Source: an optimization exercise on an open RTL-to-GDS flow (aim: small area, a short achievable clock period and few clock cycles per item). Production flows keep margins and buffers that such runs may drop. Only simulation tests tie the RTL to the original design; equivalence was not proved. Power and IR drop assume default switching activity.

$ cat config.mk
export PLATFORM = sky130hd
export DESIGN_NAME = core
export DESIGN_NICKNAME = core
export VERILOG_FILES = /design/flow/design.v
export SDC_FILE = /design/flow/constraint.sdc
export NUM_CORES = 4
export LEC_CHECK = 0
export CAP_MARGIN = 20
export CORE_MARGIN = 2
export CORE_UTILIZATION = 40
export SLEW_MARGIN = 20
$ cat constraint.sdc
create_clock -name core_clock -period 10.0 [get_ports {clk}]
set_input_delay 2.0000 -clock core_clock [delete_from_list [all_inputs] [get_ports {clk}]]
set_output_delay 2.0000 -clock core_clock [all_outputs]
set_load 0.01 [all_outputs]
$ cat design.v
module core(
            input wire        clk,
            input wire        rst,
            input wire        mem_ready,
            input wire [31:0] mem_read_data,
            output reg [31:0] mem_addr,
            output reg        mem_read_valid,
            output reg        mem_write_valid,
            output reg [31:0] mem_write_data,
            output reg [1:0]  mem_width,
            output reg        instruction_retired
);
   localparam MEM_B = 2'd0;
   localparam MEM_H = 2'd1;
   localparam MEM_W = 2'd2;
   reg [31:0] regfile [0:31];
   reg [31:0] pc;
   localparam STATE_FETCH = 0;
   localparam STATE_MEM = 1;
   localparam STATE_EXECUTE = 2;
   localparam STATE_WRITEBACK = 3;
   reg [1:0]  state;
   reg [31:0] instr;
   wire [6:0]  opcode = instr[6:0];  
   wire [4:0]  rd = instr[11:7];  
   wire [2:0]  funct3 = instr[14:12];  
   wire [4:0]  rs1 = instr[19:15];  
   wire [4:0]  rs2 = instr[24:20];  
   wire [6:0]  funct7 = instr[31:25];  
   wire        is_r_type = opcode == 7'b0110011;
   wire        is_i_type = opcode == 7'b0010011 || opcode == 7'b0000011 || opcode == 7'b1100111 || opcode == 7'b1110011;
   wire        is_s_type = opcode == 7'b0100011;
   wire        is_b_type = opcode == 7'b1100011;
   wire        is_u_type = opcode == 7'b0110111 || opcode == 7'b0010111;
   wire        is_j_type = opcode == 7'b1101111;
   wire        is_load   = opcode == 7'b0000011;
   wire        rd_valid = is_r_type || is_i_type || is_u_type || is_j_type;
   wire        is_mem = is_load || is_s_type;
   wire [31:0] imm = (is_i_type? {{20{instr[31]}}, instr[31:20]}:
                      is_s_type? {{20{instr[31]}}, instr[31:25], instr[11:7]}:
                      is_b_type? {{20{instr[31]}}, instr[7], instr[30:25], instr[11:8], 1'b0}:
                      is_u_type? {instr[31:12], 12'b0}:
                      is_j_type? {{12{instr[31]}}, instr[19:12], instr[20], instr[30:21], 1'b0}:
                      32'b0);
   wire signed [31:0] signed_rs1 = regfile[rs1];
   wire signed [31:0] signed_rs2 = regfile[rs2];
   wire signed [31:0] signed_imm = imm;
   wire        is_add   = is_r_type && funct3 == 3'h0 && funct7 == 7'h00;
   wire        is_sub   = is_r_type && funct3 == 3'h0 && funct7 == 7'h20;
   wire        is_xor   = is_r_type && funct3 == 3'h4 && funct7 == 7'h00;
   wire        is_or    = is_r_type && funct3 == 3'h6 && funct7 == 7'h00;
   wire        is_and   = is_r_type && funct3 == 3'h7 && funct7 == 7'h00;
   wire        is_sll   = is_r_type && funct3 == 3'h1 && funct7 == 7'h00;
   wire        is_srl   = is_r_type && funct3 == 3'h5 && funct7 == 7'h00;
   wire        is_sra   = is_r_type && funct3 == 3'h5 && funct7 == 7'h20;
   wire        is_slt   = is_r_type && funct3 == 3'h2 && funct7 == 7'h00;
   wire        is_sltu  = is_r_type && funct3 == 3'h3 && funct7 == 7'h00;
   wire        is_addi  = opcode == 7'b0010011 && funct3 == 3'h0;
   wire        is_xori  = opcode == 7'b0010011 && funct3 == 3'h4;
   wire        is_ori   = opcode == 7'b0010011 && funct3 == 3'h6;
   wire        is_andi  = opcode == 7'b0010011 && funct3 == 3'h7;
   wire        is_slli  = opcode == 7'b0010011 && funct3 == 3'h1 && imm[11:5] == 7'h00;  
   wire        is_srli  = opcode == 7'b0010011 && funct3 == 3'h5 && imm[11:5] == 7'h00;
   wire        is_srai  = opcode == 7'b0010011 && funct3 == 3'h5 && imm[11:5] == 7'h20;
   wire        is_slti  = opcode == 7'b0010011 && funct3 == 3'h2;
   wire        is_sltiu = opcode == 7'b0010011 && funct3 == 3'h3;
   wire        is_lb    = is_load && funct3 == 3'h0;
   wire        is_lh    = is_load && funct3 == 3'h1;
   wire        is_lw    = is_load && funct3 == 3'h2;
   wire        is_lbu   = is_load && funct3 == 3'h4;
   wire        is_lhu   = is_load && funct3 == 3'h5;
   wire        is_sb    = is_s_type && funct3 == 3'h0;
   wire        is_sh    = is_s_type && funct3 == 3'h1;
   wire        is_sw    = is_s_type && funct3 == 3'h2;
   wire        is_beq   = is_b_type && funct3 == 3'h0;
   wire        is_bne   = is_b_type && funct3 == 3'h1;
   wire        is_blt   = is_b_type && funct3 == 3'h4;
   wire        is_bge   = is_b_type && funct3 == 3'h5;
   wire        is_bltu  = is_b_type && funct3 == 3'h6;
   wire        is_bgeu  = is_b_type && funct3 == 3'h7;
   wire        is_jal   = is_j_type;
   wire        is_jalr  = opcode == 7'b1100111 && funct3 == 3'h0;
   wire        is_lui   = opcode == 7'b0110111;
   wire        is_auipc = opcode == 7'b0010111;
   integer     i;
   reg [31:0]  result;
   reg         branch_taken;
   wire [31:0] new_pc = (branch_taken? pc + imm:
                        is_jal?       pc + imm:
                        is_jalr?      (regfile[rs1] + imm) & 32'hfffffffe:
                                      pc + 32'd4);
   always @(posedge clk) begin
      mem_read_valid <= 1'b0;
      mem_write_valid <= 1'b0;
      branch_taken <= 1'b0;
      instruction_retired <= 1'b0;
      if (rst) begin
         pc <= 32'h0;
         mem_addr <= 32'h0;
         mem_width <= MEM_W;
         state <= STATE_FETCH;
         for (i = 0; i < 32; i = i+1) begin
            regfile[i] <= 32'h0;
         end
         mem_read_valid <= 1'b1;
      end
      else begin
         case (state)
           STATE_FETCH: begin
              if (mem_ready) begin
                 instr <= mem_read_data;
                 state <= STATE_EXECUTE;
              end
           end
           STATE_EXECUTE: begin
              result <= (is_add? regfile[rs1] + regfile[rs2]:
                         is_sub? regfile[rs1] - regfile[rs2]:
                         is_xor? regfile[rs1] ^ regfile[rs2]:
                         is_or?  regfile[rs1] | regfile[rs2]:
                         is_and? regfile[rs1] & regfile[rs2]:
                         is_sll? regfile[rs1] << regfile[rs2][4:0]:
                         is_srl? regfile[rs1] >> regfile[rs2][4:0]:
                         is_sra? $unsigned(signed_rs1 >>> regfile[rs2][4:0]):
                         is_slt? signed_rs1 < signed_rs2:
                         is_sltu? regfile[rs1] < regfile[rs2]:
                         is_addi? regfile[rs1] + imm:
                         is_xori? regfile[rs1] ^ imm:
                         is_ori?  regfile[rs1] | imm:
                         is_andi? regfile[rs1] & imm:
                         is_slli? regfile[rs1] << imm[4:0]:
                         is_srli? regfile[rs1] >> imm[4:0]:
                         is_srai? $unsigned(signed_rs1 >>> imm[4:0]):
                         is_slti? signed_rs1 < signed_imm:
                         is_sltiu? regfile[rs1] < imm:
                         is_jal? pc + 4:
                         is_jalr? pc + 4:
                         is_lui? imm:
                         is_auipc? pc + imm:
                         32'd0);
              branch_taken <= (is_beq?  regfile[rs1] == regfile[rs2]:
                               is_bne?  regfile[rs1] != regfile[rs2]:
                               is_blt?  signed_rs1 <  signed_rs2:
                               is_bge?  signed_rs1 >= signed_rs2:
                               is_bltu? regfile[rs1] <  regfile[rs2]:
                               is_bgeu? regfile[rs1] >= regfile[rs2]:
                               1'b0);
              if (is_load) begin
                 mem_addr <= regfile[rs1] + imm;
                 mem_read_valid <= 1'b1;
                 mem_width <= ((is_lb || is_lbu)? MEM_B:
                               (is_lh || is_lhu)? MEM_H:
                               MEM_W);
              end
              if (is_s_type) begin
                 mem_addr <= regfile[rs1] + imm;
                 mem_write_valid <= 1'b1;
                 mem_width <= (is_sb? MEM_B:
                               is_sh? MEM_H:
                               MEM_W);
                 mem_write_data <= regfile[rs2];
              end
              state <= STATE_WRITEBACK;
           end
           STATE_WRITEBACK: begin
              if (~is_mem || mem_ready) begin
                 if (rd_valid && rd != 0) begin
                    regfile[rd] <= (is_load? mem_read_data : result);
                 end
                 pc <= new_pc;
                 mem_read_valid <= 1'b1;
                 mem_addr <= new_pc;
                 mem_width <= MEM_W;
                 state <= STATE_FETCH;
                 instruction_retired <= 1'b1;
              end  
           end  
         endcase  
      end
   end
endmodule  
$ cat run.sh
#!/bin/bash
# synth_recipe.tcl (not shown) runs the flow's synth.tcl, then flattens the netlist and writes it again
# the make line also repeats each setting of config.mk as NAME=value (left out here)
make -C /OpenROAD-flow-scripts/flow DESIGN_CONFIG=/design/flow/config.mk WORK_HOME=/design/flow/orfs CLKGATE_MAP_FILE= SYNTH_SCRIPT=/design/flow/synth_recipe.tcl finish
==> flow_summary.toml <==
[outcome]
outcome = "timing/DRC/antenna clean"

[grt]
grt_max_degree = 117
overflow = 0
grt_antenna_before_repair = 27
grt_pass1_vias = 67823
grt_pass1_wl_um = 560000
grt_usage = 0.398

[critical_path]
crit_family = "compound AO/OA/AOI/OAI gates"
crit_cells = 19
cp_max_fo = 33
r2r_cells = 19
slowest_stage = "nand2_1"
worst_ep_required_time_ns = 10.52
crit_type = "reg -> reg"
path_cells = "buf_4 > mux4_2 > a22o_1 > a31oi_1 > nand2_1 > inv_2 > ha_1 > o21ai_0 > nor2_1 > a31oi_1 > o21a_1 > o31ai_1 > a21oi_1 > o21a_1 > o21ai_0 > mux2i_1 > o21ai_0 > nor4bb_1 > o22ai_1"
cp-end-kind = "flip-flop"
r2r_slack_ns = 1.47
arrival_ns = 9.05
reg2reg_to = "result[31]"
critPathBufInv = 2
worstSetupEndpoint = "result[31]"
slowest_delay_ns = 0.80
cpMostUsedCell = "o21ai_0"
setup.worst_path.start_class = "flip-flop"

[floorplan]
dieArea_um2 = 202000
num_io_pins = 104
core_um2 = 197000
die_h_um = 449
fp.dieW_um = 449
start_util = 0.402
std_cell_rows = 163

[cts]
cts_hold_buf = 0
cts_buffers = 138
path_clk_slew_ns = 0.06
clock_latency_ns = 0.87
cts_root_buffer = "clkbuf_16"
htree_levels = 4
cts.sinks = 1202
cts_tree = "done"
clock_path_buffers = 3
post-cts-setup-buffer-count = 0
cts-resized-gates = 0

[timing]
finalClockSkew_ns = 0.0944
fmax_ghz = 0.117
fin_crit_ns = 8.53
holdWs_ns = 0.459
max_slew.worst_pin.slew_ns = 1.27
finalSetupViolCount = 0
maxSlewViolCount = 0
period_share = 0.853
rsz0062_at_grt = "false"
relSlewSlack = 0.139
final.setup.tns_ns = 0
final_hold_viol_count = 0

[power_and_ir_drop]
p_int_w = 0.00978
seq_power_share = 0.382
p_clk_frac = 0.336
peakVddDrop_mv = 0.165
netSwitchingPower_w = 0.00554
p_comb_frac = 0.283
cellPowerDensity_nw_per_um2 = 173
p_leak_nw = 33.1
swShare = 0.362
p_total_w = 0.0153

[detailed_routing]
drcViolationCount = 0
wirelength_um = 415000
drtPass1Iterations = 9
wl_per_cell_um = 40.3
vias_per_cell = 6.90
ant_nets = 0
drt_iter0_markers = 11774
via_count = 71107

[placement]
io_buffers = 103
gp_congestion = 1.07
hpwl_um = 281000
post_dp_cell_area_um2 = 83900

[synthesis]
netlist_area_um2 = 79400
synth-seq-area-share = 0.445
syn_avg_cell_area_um2 = 10.4
yosysUniqueCellTypes = 104
yosys_warnings = 1
ys_seq_elements = 1202
synth-async-reset-ratio = 0
synth_edf_count = 1120
synthCells = 7614
synth_flop_cell = "edfxtp_1"

[final_layout]
nets = 7802
final_area_um2 = 88800
drive_gt1_frac = 0.145
multi_input_comb_area_um2 = 41400
num-fill-cells = 18405
layout.area.seq_um2 = 35300
final_cell_mix = "nor2_1, edfxtp_1, mux2i_1"
layout_commonest_cell = "nor2_1"
syn_to_final_growth_pct = 11.8

[job]
drv_cap = 0

[worst_hold_path]
hold_class = "reg -> reg"
hold_path_depth = 2
hp-start = "mem_addr[0]"
-- registers in the layout, summed over array words and instances, names as in the netlist, named ones only --
register and flops:
instr 32, mem_addr 32, result 32, mem_read_valid 1, mem_width 2, mem_write_valid 1
regfile 1024, instruction_retired 1, mem_write_data 32, branch_taken 1, state 2, pc 32
-- cell families after synthesis --
family | after synthesis | synth area share
xor+xnor | 96 | 0.0106
buf+inv | 833 | 0.0445
flops | 1202 | 0.445
mux | 1056 | 0.188
fa+ha+maj | 232 | 0.0370
simple gates | 2596 | 0.141
compound gates | 1598 | 0.134
other cells | 1 | 0.0000473
-- how the worst min path moves through the flow --
stage                               to  slack, ns
after CTS                  mem_addr[0]       0.46
after global placement    mem_addr[27]       0.44
final                      mem_addr[0]       0.46
after detailed placement   mem_addr[6]       0.46
after floorplan                 pc[31]       0.47
after global routing      mem_addr[27]       0.49
-- power groups by stage --
stage	clock network [W]	logic (W)	registers (W)
5_1_grt	0.00534	0.00442	0.00586
2_1_floorplan	0	0.00244	0.00584
3_5_place_dp	0	0.00410	0.00594
6_report	0.00514	0.00433	0.00585
4_1_cts	0.00516	0.00412	0.00584
3_3_place_gp	0	0.00412	0.00594
-- worst reg2reg max path: cells and delay by family (launching register included) --
kind / cells / cell delay, ns
mux: 2 / 0.71
compound gates: 11 / 3.61
fa+ha+maj: 1 / 0.34
flops: 1 / 0.75
simple gates: 3 / 1.77
buf+inv: 2 / 1.07
-- routing by layer --
layer	vias to the layer above	global-route usage	part of all wire	routed length, um
li1	28460	-	-	-
met1	35239	0.468	0.34	142000
met2	5883	0.602	0.44	182000
met3	1513	0.119	0.12	51200
met4	12	0.323	0.097	40200
met5	-	0	0.00016	67
-- through the flow --
stage | util | instances | worst slack, ns
final | 0.450 | 10302 | 1.47
after global routing | 0.450 | 10286 | 1.43
after CTS | 0.449 | 10274 | 1.83
after detailed placement | 0.426 | 10023 | 1.87
after global placement | 0.425 | 10018 | 2.03
after floorplan | - | 7645 | 3.54
-- synthesized netlist by cell type, types with 23 or more instances --
cell,instances,area (um^2)
a211oi_1,98,736
clkbuf_1,442,1660
mux2_2,34,383
o21ai_0,281,1410
o21a_1,33,248
mux4_2,346,7790
a221o_1,24,240
buf_4,45,338
a31oi_1,36,225
o22ai_1,146,913
o31ai_1,24,180
nor2_1,1507,5660
nor2b_1,31,194
a22oi_1,175,1310
nand2_1,468,1760
o221ai_1,44,385
or3_1,32,200
buf_1,50,188
a21oi_1,360,1800
nor4_1,42,263
inv_1,165,619
mux2i_1,672,6730
xnor2_1,60,526
edfxtp_1,1120,33600
a21o_1,37,278
nor3_1,113,566
nand3_1,181,906
a221oi_1,39,342
nand4_1,37,231
buf_2,105,526
o21bai_1,23,173
xor2_1,36,315
o211ai_1,75,563
nand2b_1,29,181
and3_1,33,206
ha_1,228,2850
dfxtp_1,82,1640
-- final cells by class --
| type | count | area share |
|---|---|---|
| clock buffers | 164 | 0.0404 |
| inverters | 178 | 0.00756 |
| clock inverters | 87 | 0.0105 |
| repair buffers | 405 | 0.0403 |
| flip-flops and latches | 1202 | 0.398 |
| multi-input cells | 5610 | 0.466 |
| diodes | 16 | 0.000451 |
| well taps | 2640 | 0.0372 |
Testbench counts, summed over its fixed seeds: cycles 144,438, instrs 34,171.

[separate check: timing with driven ports]
In the flow no input, the clock included, has a driving cell. The finished layout below was timed again as built, in two steps. Step 1 assumes that a clkbuf_16 drives the clock port and a buf_2 every other input. Step 2 also shifts input and output timing later by t, the mid clock arrival at the registers, as if the neighbouring blocks saw the same clock. Three values: no drivers, after step 1, after step 2; two values: the first two.
t (ns): 0.911
setup WS [ns]: 1.467 / 1.467 / 1.467
worst slew at a driven data input, ns: 0.06
After both steps setup and hold are still met in this run. For this run, drivers alone change the setup slack by 0.000 ns; drivers and shift together by 0.000 ns.
